This design comes from an exercise in tuning for small area on the open sky130 flow, not from production work. RTL that was checked went through simulation tests only; none was proved equivalent to the original.

==> flow/design.v (excerpt) <==
module calc_mvd_cost (
    input                       ap_clk,
    input                       ap_rst,
    input                       ap_start,
    input                       ap_ce,
    output logic                ap_done,
    output logic                ap_ready,
    output logic                ap_idle,
    input        [31:0]         x,
    input        [31:0]         y,
    input        [31:0]         mv_shift,
    input        [15:0]         mv_cand_0,
    input        [15:0]         mv_cand_1,
    input        [15:0]         mv_cand_2,
    input        [15:0]         mv_cand_3,
    output logic [63:0]         bitcost,
    output logic                bitcost_ap_vld,
    input        [63:0]         lambda_sqrt_integer_int64,
    input        [63:0]         lambda_sqrt_decimal_int64,
    output logic [63:0]         mvd_cost_int64,
    output logic                mvd_cost_int64_ap_vld
);
Size: about 2300 cells after synthesis, ~300 flip-flops, roughly 430 I/O pins, ~0.027 sq mm of cells after synthesis.
Settings: LEC_CHECK=0, CAP_MARGIN=20, CORE_MARGIN=2, CORE_UTILIZATION=40, SLEW_MARGIN=20; clock period 9.0 ns.
standard.sh (not shown) runs the stock make flow with config.mk's settings and CLKGATE_MAP_FILE= SYNTH_SCRIPT=/design/flow/synth_recipe.tcl, a recipe that flattens the netlist after the stock synthesis.
==> flow/flow/run.sh <==
#!/bin/bash
set -euo pipefail
work=$(pwd)
mkdir -p custom
# ORFS's synth.tcl, with the ABC script swapped after the preamble sets it
sed 's|^source \$::env(SCRIPTS_DIR)/synth_preamble.tcl$|&\nset abc_args [lreplace $abc_args 1 1 '"$work"'/flow/abc_area_timing.script]|' \
    "$FLOW_HOME/scripts/synth.tcl" > custom/synth.tcl
grep -q abc_area_timing custom/synth.tcl
sed 's|^source \$::env(SCRIPTS_DIR)/synth.tcl$|source '"$work"'/custom/synth.tcl|' synth_recipe.tcl > custom/synth_recipe.tcl
grep -q custom/synth.tcl custom/synth_recipe.tcl
bash standard.sh SYNTH_SCRIPT="$work/custom/synth_recipe.tcl" SYNTH_ARGS=-noabc \
    "BUFFER_PORTS_ARGS=-buffer_cell sky130_fd_sc_hd__buf_1" finish > standard_flow.log 2>&1
==> flow/flow/abc_area_timing.script <==
&get -n
&st
&dch
&nf -R 1000
&put
buffer -c
topo
stime -c
upsize -c
dnsize -c
Rerun with:
--- a/flow/design.v
+++ b/flow/design.v
@@ -31,50 +31,44 @@
         lo = (s[4] | big) ? 16'd0 : u[15:0];
         f0 = big | (s[4] ? (u[15:0] == 16'h0000) : (u[31:16] == 16'h0000));
         f1 = ~big & (s[4] ? (u[15:0] == 16'hFFFF) : (u[31:16] == 16'hFFFF));
         shift_axis = {f1, f0, lo};
     endfunction
     function automatic logic [4:0] comp_class(input logic [17:0] xa, input logic [15:0] c);
         logic [16:0] t;
         logic [7:0]  rh, ih;
         logic        cl, ch;
         logic [15:0] d;
-        logic [14:0] u;
-        logic [15:1] th;
+        logic [15:0] a;
         logic        sgn, sml, one;
         logic [3:0]  l;
         cl = 1'b1;
         for (int i = 0; i < 8; i++) begin
             t[i] = xa[i] ^ ~c[i] ^ cl;
             cl = (xa[i] & ~c[i]) | (cl & (xa[i] ^ ~c[i]));
         end
         ch = 1'b0;
         for (int i = 8; i < 16; i++) begin
             rh[i - 8] = xa[i] ^ ~c[i] ^ ch;
             ch = (xa[i] & ~c[i]) | (ch & (xa[i] ^ ~c[i]));
         end
         ih = rh + 8'd1;
         t[15:8] = cl ? ih : rh;
         t[16] = ch | (cl & (&rh));
         d = t[15:0];
         sgn = d[15];
         sml = (d[15] ^ t[16] ^ c[15]) ? xa[16] : xa[17];
-        u = d[14:0] ^ {15{sgn}};
-        for (int i = 1; i < 15; i++)
-            th[i] = (|(u >> i)) | (sgn & (&(u | ~((15'd1 << i) - 15'd1))));
-        th[15] = sgn & (&u);
-        l[3] = th[8];
-        l[2] = (th[4] & ~th[8]) | th[12];
-        l[1] = (th[2] & ~th[4]) | (th[6] & ~th[8]) | (th[10] & ~th[12]) | th[14];
-        l[0] = (th[1] & ~th[2]) | (th[3] & ~th[4]) | (th[5] & ~th[6]) | (th[7] & ~th[8]) |
-               (th[9] & ~th[10]) | (th[11] & ~th[12]) | (th[13] & ~th[14]) | th[15];
-        one = (u[14:1] == 14'd0) & (u[0] ^ sgn);
+        a = sgn ? (~d + 16'd1) : d;
+        l = 4'd0;
+        for (int i = 1; i < 16; i++)
+            if (a[i]) l = i[3:0];
+        one = (a == 16'd1);
         comp_class = {one & sml, l | {4{~sml}}};
     endfunction
     logic [17:0] xa, ya;
     logic [4:0]  ca_h, ca_v, cb_h, cb_v;
     assign xa = shift_axis(x, mv_shift[4:0], shift_big);
     assign ya = shift_axis(y, mv_shift[4:0], shift_big);
     assign ca_h = comp_class(xa, mv_cand_0);
     assign ca_v = comp_class(ya, mv_cand_1);
     assign cb_h = comp_class(xa, mv_cand_2);
     assign cb_v = comp_class(ya, mv_cand_3);
Hold slack barely changes.
Sequential share of layout area increases by 1.1 points.
Core utilization shrinks by 1.7 points.
Sequential cell count stays the same.
First-iteration DRC count went down by 9.2%.
Die area is about the same.
Area after synthesis is about the same.
Worst setup slack improved by 0.34 ns.
Fmax climbs by 4.1%.
For the first run of this note, only the layout was checked, not whether the RTL still works.

-- static timing again, ports no longer ideal --
In the flow no input, the clock included, has a driving cell. The finished layouts below were timed again as built, in two steps. Step 1 sets driving cells, clkbuf_16 on the clock port and buf_2 on the other inputs (assumed; they add their load-dependent delay and slew). Step 2 moves the port delays by t, midway between the first and last clock arrival at a register: inputs arrive t later, outputs are due t later. That takes back most of the time a late clock gives input paths. a / b / c = ideal / step 1 / step 2; a / b = the first two.
| run | t, ns | setup WS [ns] | worst slew at a driven data input, ns | cell pins on the clock port's net |
|---|---|---|---|---|
| the first run | 0.619 | 0.340 / 0.372 / -0.247 | 0.12 | 1 |
| the second run | 0.577 | 0.682 / 0.682 / 0.146 | 0.07 | 1 |
Met with ideal ports but missed after step 2: setup timing in the first run. The setup slack of the first run, which loses most, moves by +0.032 ns with the drivers and by -0.587 ns with both steps.
